This is an optimization exercise on Yosys and OpenROAD, whose aim is small area, not a production implementation. Only simulation tests tie the RTL to the original design; equivalence was not proved. The clock input has no modelled driver; a real chip could not lean on it and would need a root buffer or a full tree.

oak:
## fir_filter
module fir_filter(clk,reset,data_in,data_out);
input clk,reset;
input signed [15:0] data_in;  
output reg signed [15:0] data_out;  
reg [15:0] x0, x1, x2, x3, x4, x5, x6, x7;
wire [15:0] y;
always @(posedge clk or posedge reset)
  if (reset) begin
    x0 <= 0; x1 <= 0; x2 <= 0; x3 <= 0;
    x4 <= 0; x5 <= 0; x6 <= 0; x7 <= 0;
    data_out <= 0;
  end else begin
    x0 <= data_in; x1 <= x0; x2 <= x1; x3 <= x2;
    x4 <= x3; x5 <= x4; x6 <= x5; x7 <= x6;
    data_out <= y;
  end
  wire n1 = x1[0] ^ x6[0];
  wire n2 = x1[0] & x6[0];
  wire n3, n4;
  fir_fa u_n3 (.a(x1[1]), .b(x6[1]), .c(n2), .s(n3), .co(n4));
  wire n5, n6;
  fir_fa u_n5 (.a(x1[2]), .b(x6[2]), .c(n4), .s(n5), .co(n6));
  wire n7, n8;
  fir_fa u_n7 (.a(x1[3]), .b(x6[3]), .c(n6), .s(n7), .co(n8));
  wire n9, n10;
  fir_fa u_n9 (.a(x1[4]), .b(x6[4]), .c(n8), .s(n9), .co(n10));
  wire n11, n12;
  fir_fa u_n11 (.a(x1[5]), .b(x6[5]), .c(n10), .s(n11), .co(n12));
  wire n13, n14;
  fir_fa u_n13 (.a(x1[6]), .b(x6[6]), .c(n12), .s(n13), .co(n14));
  wire n15, n16;
  fir_fa u_n15 (.a(x1[7]), .b(x6[7]), .c(n14), .s(n15), .co(n16));
  wire n17, n18;
  fir_fa u_n17 (.a(x1[8]), .b(x6[8]), .c(n16), .s(n17), .co(n18));
  wire n19, n20;
  fir_fa u_n19 (.a(x1[9]), .b(x6[9]), .c(n18), .s(n19), .co(n20));
  wire n21, n22;
  fir_fa u_n21 (.a(x1[10]), .b(x6[10]), .c(n20), .s(n21), .co(n22));
  wire n23, n24;
  fir_fa u_n23 (.a(x1[11]), .b(x6[11]), .c(n22), .s(n23), .co(n24));
  wire n25, n26;
  fir_fa u_n25 (.a(x1[12]), .b(x6[12]), .c(n24), .s(n25), .co(n26));
  wire n27, n28;
  fir_fa u_n27 (.a(x1[13]), .b(x6[13]), .c(n26), .s(n27), .co(n28));
  wire n29, n30;
  fir_fa u_n29 (.a(x1[14]), .b(x6[14]), .c(n28), .s(n29), .co(n30));
  wire n31, n32;
  fir_fa u_n31 (.a(x1[15]), .b(x6[15]), .c(~n30), .s(n31), .co(n32));
  wire n33 = x2[0] ^ x5[0];
  wire n34 = x2[0] & x5[0];
  wire n35, n36;
  fir_fa u_n35 (.a(x2[1]), .b(x5[1]), .c(n34), .s(n35), .co(n36));
  wire n37, n38;
  fir_fa u_n37 (.a(x2[2]), .b(x5[2]), .c(n36), .s(n37), .co(n38));
  wire n39, n40;
  fir_fa u_n39 (.a(x2[3]), .b(x5[3]), .c(n38), .s(n39), .co(n40));
  wire n41, n42;
  fir_fa u_n41 (.a(x2[4]), .b(x5[4]), .c(n40), .s(n41), .co(n42));
  wire n43, n44;
  ...
==> flow/config.mk <==
export PLATFORM = sky130hd
export DESIGN_NAME = fir_filter
export DESIGN_NICKNAME = fir_filter
export VERILOG_FILES = /design/flow/design.v
export SDC_FILE = /design/flow/constraint.sdc
export NUM_CORES = 4
export LEC_CHECK = 0
export CAP_MARGIN = 20
export CORE_MARGIN = 2
export CORE_UTILIZATION = 75
export GPL_TIMING_DRIVEN = 0
export SLEW_MARGIN = 20
export SYNTH_HIERARCHICAL = 1
==> flow/constraint.sdc <==
create_clock -name core_clock -period 13.0 [get_ports {clk}]
set_input_delay 2.6000 -clock core_clock [delete_from_list [all_inputs] [get_ports {clk}]]
set_output_delay 2.6000 -clock core_clock [all_outputs]
set_load 0.01 [all_outputs]
standard.sh (not shown) runs the stock make flow with config.mk's settings and CLKGATE_MAP_FILE= SYNTH_SCRIPT=/design/flow/synth_recipe.tcl, a recipe that flattens the netlist after the stock synthesis.
==> flow/flow/run.sh <==
#!/bin/bash
# The standard layout (bash standard.sh) with two settings changed:
#  - port buffers (one per input and output port, as standard) use buf_1 cells;
#  - clock tree synthesis uses clkbuf_8 buffers and adds no dummy loads.
# standard.sh's output goes to standard_flow.log; ORFS's per-step logs stay in orfs/logs.
set -euo pipefail
export BUFFER_PORTS_ARGS="-buffer_cell sky130_fd_sc_hd__buf_1"
export CTS_ARGS="-sink_clustering_enable -repair_clock_nets -buf_list sky130_fd_sc_hd__clkbuf_8 -dont_use_dummy_load"
bash standard.sh > standard_flow.log 2>&1
--- input diff oak..pine ---
- CORE_UTILIZATION now 68, was 75
### Flow results
pine finished every stage and its layout cleared the timing, design-rule and antenna checks.
Against oak, pine comes in 13 ps higher on worst hold-check slack.
Compared with oak, pine shows a lower final standard cell utilization of the core.
Any difference in proportion of cell area spent on the clock network between oak and pine is small enough to ignore.
Diff oak -> pine: setup slack went up by 160 ps; post-route cell area went up by 0.42%; number of global-route vias before repair went down by 286.
Total standard cell area after synthesis delta (pine -> oak): insignificant
pine does better than oak on half-perimeter wire length after detailed placement.
From oak to pine, count of flip-flops and latches did not move at all.

---

fir_filter, a different RTL version from the one above (not shown whole).
Size in the first run: roughly 670 cells after synthesis, about 140 flip-flops.
clock: 13.0 ns
lec_check: 0
cap_margin: 20
core_margin: 2
core_utilization: 66
gpl_timing_driven: 0
slew_margin: 20
synth_hierarchical: 1
==> flow/flow/run.sh <==
#!/bin/bash
# The standard layout (bash standard.sh) with these changes:
#  - port buffers (one per input and output port, as standard) use buf_1 cells;
#  - after clock tree synthesis, its tree is replaced (POST_CTS_TCL hook) by a
#    two-level tree: clk -> one clkbuf_8 -> 9 clkbuf_8, each driving the
#    flip-flops of one placement cluster (flow/mantree.tcl, flow/rebuild.tcl).
# standard.sh's output goes to standard_flow.log; ORFS's per-step logs stay in orfs/logs.
set -euo pipefail
FLOWDIR="$PWD/flow"
cat > "$PWD/post_cts.tcl" <<EOF
source $FLOWDIR/mantree.tcl
source $FLOWDIR/rebuild.tcl
clktree_rebuild 9 sky130_fd_sc_hd__clkbuf_8 sky130_fd_sc_hd__clkbuf_8
detailed_placement
check_placement -verbose
estimate_parasitics -placement
report_worst_slack -max
report_worst_slack -min
EOF
export POST_CTS_TCL="$PWD/post_cts.tcl"
export BUFFER_PORTS_ARGS="-buffer_cell sky130_fd_sc_hd__buf_1"
export CTS_ARGS="-sink_clustering_enable -repair_clock_nets -buf_list sky130_fd_sc_hd__clkbuf_8 -dont_use_dummy_load"
bash standard.sh > standard_flow.log 2>&1
Other scripts of this flow, unchanged in this note and not shown: flow/flow/mantree.tcl, flow/flow/rebuild.tcl
The starting point passed the timing, design-rule and antenna checks.
==> next run, changes <==
CORE_UTILIZATION = 80   (was 66)
The new run passed the timing, design-rule and antenna checks.
Via count increases by about 9%.
Clock skew stays flat.
No run of this note takes its clock network from TritonCTS; it comes from the design's own scripts or RTL.

---

main:
Starting RTL as in the previous note.
Settings: LEC_CHECK=0, CAP_MARGIN=20, CORE_MARGIN=2, CORE_UTILIZATION=72, GPL_TIMING_DRIVEN=0, SLEW_MARGIN=20, SYNTH_HIERARCHICAL=1; clock period 13.0 ns.
==> flow/flow/run.sh <==
#!/bin/bash
# The standard layout (bash standard.sh) with these changes:
#  - port buffers (one per input and output port, as standard) use buf_1 cells;
#  - after clock tree synthesis, its tree is replaced (POST_CTS_TCL hook) by a
#    two-level tree: clk -> one clkbuf_8 -> 8 clkbuf_8, each driving the
#    flip-flops of one placement cluster (flow/mantree.tcl, flow/rebuild.tcl).
# standard.sh's output goes to standard_flow.log; ORFS's per-step logs stay in orfs/logs.
set -euo pipefail
FLOWDIR="$PWD/flow"
cat > "$PWD/post_cts.tcl" <<EOF
source $FLOWDIR/mantree.tcl
source $FLOWDIR/rebuild.tcl
clktree_rebuild 8 sky130_fd_sc_hd__clkbuf_8 sky130_fd_sc_hd__clkbuf_8
detailed_placement
check_placement -verbose
estimate_parasitics -placement
report_worst_slack -max
report_worst_slack -min
EOF
export POST_CTS_TCL="$PWD/post_cts.tcl"
export BUFFER_PORTS_ARGS="-buffer_cell sky130_fd_sc_hd__buf_1"
export CTS_ARGS="-sink_clustering_enable -repair_clock_nets -buf_list sky130_fd_sc_hd__clkbuf_8 -dont_use_dummy_load"
bash standard.sh > standard_flow.log 2>&1
Other scripts of this flow, unchanged in this note and not shown: flow/flow/mantree.tcl, flow/flow/rebuild.tcl
main completed end to end with timing, DRC and antenna clean.
Input-level comparison between the feature branch and main:
==> flow/flow/run.sh <==
#!/bin/bash
# The standard layout (bash standard.sh) with these changes:
#  - port buffers (one per input and output port, as standard) use buf_1 cells;
#  - after clock tree synthesis, its tree is replaced (POST_CTS_TCL hook) by a
#    two-level tree: clk -> one clkbuf_8 -> 9 clkbuf_8, each driving the
#    flip-flops of one placement cluster (flow/mantree.tcl, flow/rebuild.tcl).
# standard.sh's output goes to standard_flow.log; ORFS's per-step logs stay in orfs/logs.
set -euo pipefail
FLOWDIR="$PWD/flow"
cat > "$PWD/post_cts.tcl" <<EOF
source $FLOWDIR/mantree.tcl
source $FLOWDIR/rebuild.tcl
clktree_rebuild 9 sky130_fd_sc_hd__clkbuf_8 sky130_fd_sc_hd__clkbuf_8
detailed_placement
check_placement -verbose
estimate_parasitics -placement
report_worst_slack -max
report_worst_slack -min
EOF
export POST_CTS_TCL="$PWD/post_cts.tcl"
export BUFFER_PORTS_ARGS="-buffer_cell sky130_fd_sc_hd__buf_1"
export CTS_ARGS="-sink_clustering_enable -repair_clock_nets -buf_list sky130_fd_sc_hd__clkbuf_8 -dont_use_dummy_load"
bash standard.sh > standard_flow.log 2>&1
Findings:
- On global-route usage, main and the feature branch are neck and neck.
- Global-route track usage on met1, main and the feature branch: smaller value in the feature branch
- Diff the feature branch..main | number of pins with negative max-slew slack in the final report | unchanged
- Compared with main, in the feature branch detail-routed net length per standard cell went down by 0.096 microns, post-layout worst setup margin now larger, routed via count rose 42.
- The area used by multi-input combinational logic was comparable across main and the feature branch.
- Final wirelength of main is on par with the feature branch.
- The area of all placed cells without fillers on the feature branch is in line with that on main.
No run of this note takes its clock network from TritonCTS; it comes from the design's own scripts or RTL.

---

Setup of alpha:
fir_filter, a different RTL version from the one above (not shown whole).
Size in the first run: ~140 flip-flops, roughly 34 I/O pins, ~11000 sq um of cells after synthesis.
==> flow/config.mk <==
export PLATFORM = sky130hd
export DESIGN_NAME = fir_filter
export DESIGN_NICKNAME = fir_filter
export VERILOG_FILES = /design/flow/design.v
export SDC_FILE = /design/flow/constraint.sdc
export NUM_CORES = 4
export LEC_CHECK = 0
export CAP_MARGIN = 20
export CORE_MARGIN = 2
export CORE_UTILIZATION = 72
export GPL_TIMING_DRIVEN = 0
export SLEW_MARGIN = 20
export SYNTH_HIERARCHICAL = 1
==> flow/constraint.sdc <==
create_clock -name core_clock -period 13.0 [get_ports {clk}]
set_input_delay 2.6000 -clock core_clock [delete_from_list [all_inputs] [get_ports {clk}]]
set_output_delay 2.6000 -clock core_clock [all_outputs]
set_load 0.01 [all_outputs]
==> flow/flow/run.sh <==
#!/bin/bash
# The standard layout (bash standard.sh) with these changes:
#  - port buffers (one per input and output port, as standard) use buf_1 cells;
#  - after clock tree synthesis, its tree is replaced (POST_CTS_TCL hook) by a
#    two-level tree (flow/mantree.tcl, flow/rebuild.tcl): clk -> one clkbuf_8
#    -> 8 clkbuf_8 leaves, each driving the x* sample flip-flops of one
#    placement cluster; the 16 data_out flip-flops get their own leaf, fed
#    through two clkdlybuf4s50_1 cells.  That skew only helps the
#    register-to-register paths x* -> data_out (the filter arithmetic); the
#    input paths (data_in -> x0) see the normal clock and the output paths
#    (data_out -> ports) only lose slack.
# standard.sh's output goes to standard_flow.log; ORFS's per-step logs stay in orfs/logs.
set -euo pipefail
FLOWDIR="$PWD/flow"
cat > "$PWD/post_cts.tcl" <<EOF
source $FLOWDIR/mantree.tcl
source $FLOWDIR/rebuild.tcl
clktree_rebuild 8 sky130_fd_sc_hd__clkbuf_8 sky130_fd_sc_hd__clkbuf_8 {data_out*} sky130_fd_sc_hd__clkdlybuf4s50_1 2
detailed_placement
check_placement -verbose
estimate_parasitics -placement
report_worst_slack -max
report_worst_slack -min
EOF
export POST_CTS_TCL="$PWD/post_cts.tcl"
# the timing repair that follows global routing runs with the final clock tree
export SKIP_CTS_REPAIR_TIMING=1
export BUFFER_PORTS_ARGS="-buffer_cell sky130_fd_sc_hd__buf_1"
export CTS_ARGS="-sink_clustering_enable -repair_clock_nets -buf_list sky130_fd_sc_hd__clkbuf_8 -dont_use_dummy_load"
bash standard.sh > standard_flow.log 2>&1
Other scripts of this flow, unchanged in this note and not shown: flow/flow/mantree.tcl, flow/flow/rebuild.tcl
Setup changes, alpha to beta
Settings: swapping 20 for 0 in CAP_MARGIN; swapping 20 for 0 in SLEW_MARGIN.
[summary]
- Route | beta vs alpha | wire longer in beta
- Vias: beta above alpha
- All of beta and alpha finish clean.
- ~same register share of the cell area in beta and alpha
No run of this note takes its clock network from TritonCTS; it comes from the design's own scripts or RTL.

---

== v20 ==
fir_filter, a different RTL version from the one above (not shown whole).
For scale: roughly 140 flip-flops, ~11000 um^2 of cells after synthesis.
export LEC_CHECK = 0
export CAP_MARGIN = 20
export CORE_MARGIN = 2
export CORE_UTILIZATION = 64
export GPL_TIMING_DRIVEN = 0
export SLEW_MARGIN = 20
export SYNTH_HIERARCHICAL = 1
create_clock -name core_clock -period 13.0 [get_ports {clk}]
Scripts as last shown in full above: flow/flow/run.sh
Other scripts of this flow, unchanged in this note and not shown: flow/flow/mantree.tcl, flow/flow/rebuild.tcl
Relative to v20, the following input files were edited for v40:
- CORE_UTILIZATION: 64 -> 80
v40 ran to completion and came out clean on the timing, design-rule and antenna checks.
Cmp v40 vs v20: count of placed standard cells including taps lower in v40
Lower cell count was reported by v40, not v20.
Summary of the comparison: average detailed-routed wire length per instance is higher in v40, relative to v20.
Between v40 and v20, relative slew slack is lower for v20, v40 comes in above that.
Taking v20 as the reference point, the cell area of v40 falls by 0.46%.
The run showing the smaller routed wire length is v20.
On sequential share of layout area, v40 and v20 are neck and neck.
Note that the sum of met2 wire segment lengths after detailed routing recorded for v40 amounts to 1.3 times the value seen in v20.
Here is what was changed in the inputs of v8 compared with v40.
- CORE_UTILIZATION: 80 -> 72
### Flow results
The area added between synthesis and finish on v8 is in line with that on v40. Note that the via count recorded for v8 amounts to 0.946 times the value seen in v40. Changes observed in v8 relative to v40: average via count per standard cell went down by about 6%, total cell area at the placement stage saw little to no change.
In every run of this note, the design's own scripts or RTL, not TritonCTS, make the clock network.

---

rev 12:
Another version of the RTL of fir_filter (not shown whole).
Size in the first run: ~34 I/O pins, about 0.011 sq mm of cells after synthesis.
Settings: LEC_CHECK=0, CAP_MARGIN=20, CORE_MARGIN=2, CORE_UTILIZATION=60, GPL_TIMING_DRIVEN=0, SLEW_MARGIN=20, SYNTH_HIERARCHICAL=1; clock period 13.0 ns.
==> flow/flow/run.sh <==
#!/bin/bash
set -euo pipefail
export CTS_ARGS="-sink_clustering_enable -repair_clock_nets -buf_list sky130_fd_sc_hd__clkbuf_8 -dont_use_dummy_load"
bash standard.sh > standard_flow.log 2>&1
Inputs modified between rev 12 and rev 13:
- removing GPL_TIMING_DRIVEN (formerly 0)
### Flow results
Going from rev 12 to rev 13, post-cts resize count increased by 11 relative to the old numbers; fraction of standard cell area in multi-input logic decreased by 1.6 points relative to the old numbers.

---

Another version of the RTL of fir_filter (not shown whole).
Settings: LEC_CHECK=0, CAP_MARGIN=20, CORE_MARGIN=2, CORE_UTILIZATION=60, GPL_TIMING_DRIVEN=0, SLEW_MARGIN=20, SYNTH_HIERARCHICAL=1; clock period 13.0 ns.
==> flow/flow/run.sh <==
#!/bin/bash
set -euo pipefail
export CTS_ARGS="-sink_clustering_enable -repair_clock_nets -buf_list sky130_fd_sc_hd__clkbuf_8 -sink_clustering_size 24 -sink_clustering_max_diameter 150 -dont_use_dummy_load"
bash standard.sh > standard_flow.log 2>&1
Rerun with:
==> flow/flow/run.sh (replaced) <==
#!/bin/bash
set -euo pipefail
export CTS_ARGS="-sink_clustering_enable -repair_clock_nets -buf_list sky130_fd_sc_hd__clkbuf_8 -dont_use_dummy_load"
bash standard.sh > standard_flow.log 2>&1
CTS_BUF_LIST = sky130_fd_sc_hd__clkbuf_8   (was unset)
GPL_TIMING_DRIVEN = unset   (was 0)
What happened:
- non-clock buffer count came out higher by 21
- wire length came out higher by 12%
- clock skew stays flat
- sequential cell count does not change

-- re-timing with driven ports --
Ports are ideal in the flow. The routed layouts listed here were re-timed in OpenROAD. Step 1 assumes that a clkbuf_16 drives the clock port and a buf_2 every other input. Step 2, shift: input delay + t, output delay - t, t = (earliest + latest rising clock arrival at the registers) / 2. This alone moves slack from input paths to output paths. Slacks: no drivers / after step 1 / after step 2; pairs: no drivers / after step 1.
| run | t (ns) | setup WS [ns] | worst hold slack (ns) | clock arrival spread, ns | worst slew at a driven data input, ns |
|---|---|---|---|---|---|
| oak | 0.482 | 0.326 / 0.326 / 0.326 | 0.376 / 0.376 / 0.376 | 0.046 / 0.046 | 0.04 |
| pine | 0.466 | 0.488 / 0.488 / 0.488 | 0.389 / 0.389 / 0.389 | 0.043 / 0.043 | 0.03 |
| the first run of note 2 | 0.451 | 0.392 / 0.392 / 0.392 | 0.388 / 0.388 / 0.388 | 0.024 / 0.024 | 0.04 |
| the second run of note 2 | 0.433 | 0.287 / 0.287 / 0.287 | 0.399 / 0.399 / 0.399 | 0.019 / 0.018 | 0.04 |
| main | 0.445 | 0.412 / 0.412 / 0.412 | 0.397 / 0.397 / 0.397 | 0.024 / 0.024 | 0.04 |
| the feature branch | 0.446 | 0.438 / 0.438 / 0.438 | 0.395 / 0.395 / 0.395 | 0.019 / 0.019 | 0.04 |
| alpha | 0.908 | 0.575 / 0.575 / 0.575 | 0.333 / 0.333 / 0.333 | 0.962 / 0.962 | 0.03 |
| beta | 0.905 | 0.594 / 0.594 / 0.594 | 0.340 / 0.340 / 0.340 | 0.982 / 0.982 | 0.03 |
| v20 | 0.925 | 0.617 / 0.617 / 0.617 | 0.349 / 0.349 / 0.349 | 0.984 / 0.984 | 0.03 |
| v40 | 0.896 | 0.370 / 0.370 / 0.370 | 0.337 / 0.337 / 0.337 | 0.980 / 0.980 | 0.04 |
| v8 | 0.916 | 0.546 / 0.546 / 0.546 | 0.342 / 0.342 / 0.342 | 0.994 / 0.994 | 0.03 |
| rev 12 | 0.469 | 0.195 / 0.195 / 0.195 | 0.381 / 0.381 / 0.381 | 0.036 / 0.036 | 0.04 |
| rev 13 | 0.477 | 0.182 / 0.182 / 0.182 | 0.385 / 0.385 / 0.385 | 0.030 / 0.031 | 0.05 |
| the first run of note 7 | 0.477 | 0.679 / 0.679 / 0.679 | 0.387 / 0.387 / 0.387 | 0.038 / 0.038 | 0.03 |
| the second run of note 7 | 0.478 | 0.649 / 0.649 / 0.649 | 0.385 / 0.385 / 0.385 | 0.039 / 0.039 | 0.04 |
In 5 of these runs the clock reaches the registers at very different times; t lies between them, and the last value is a rough guide only.
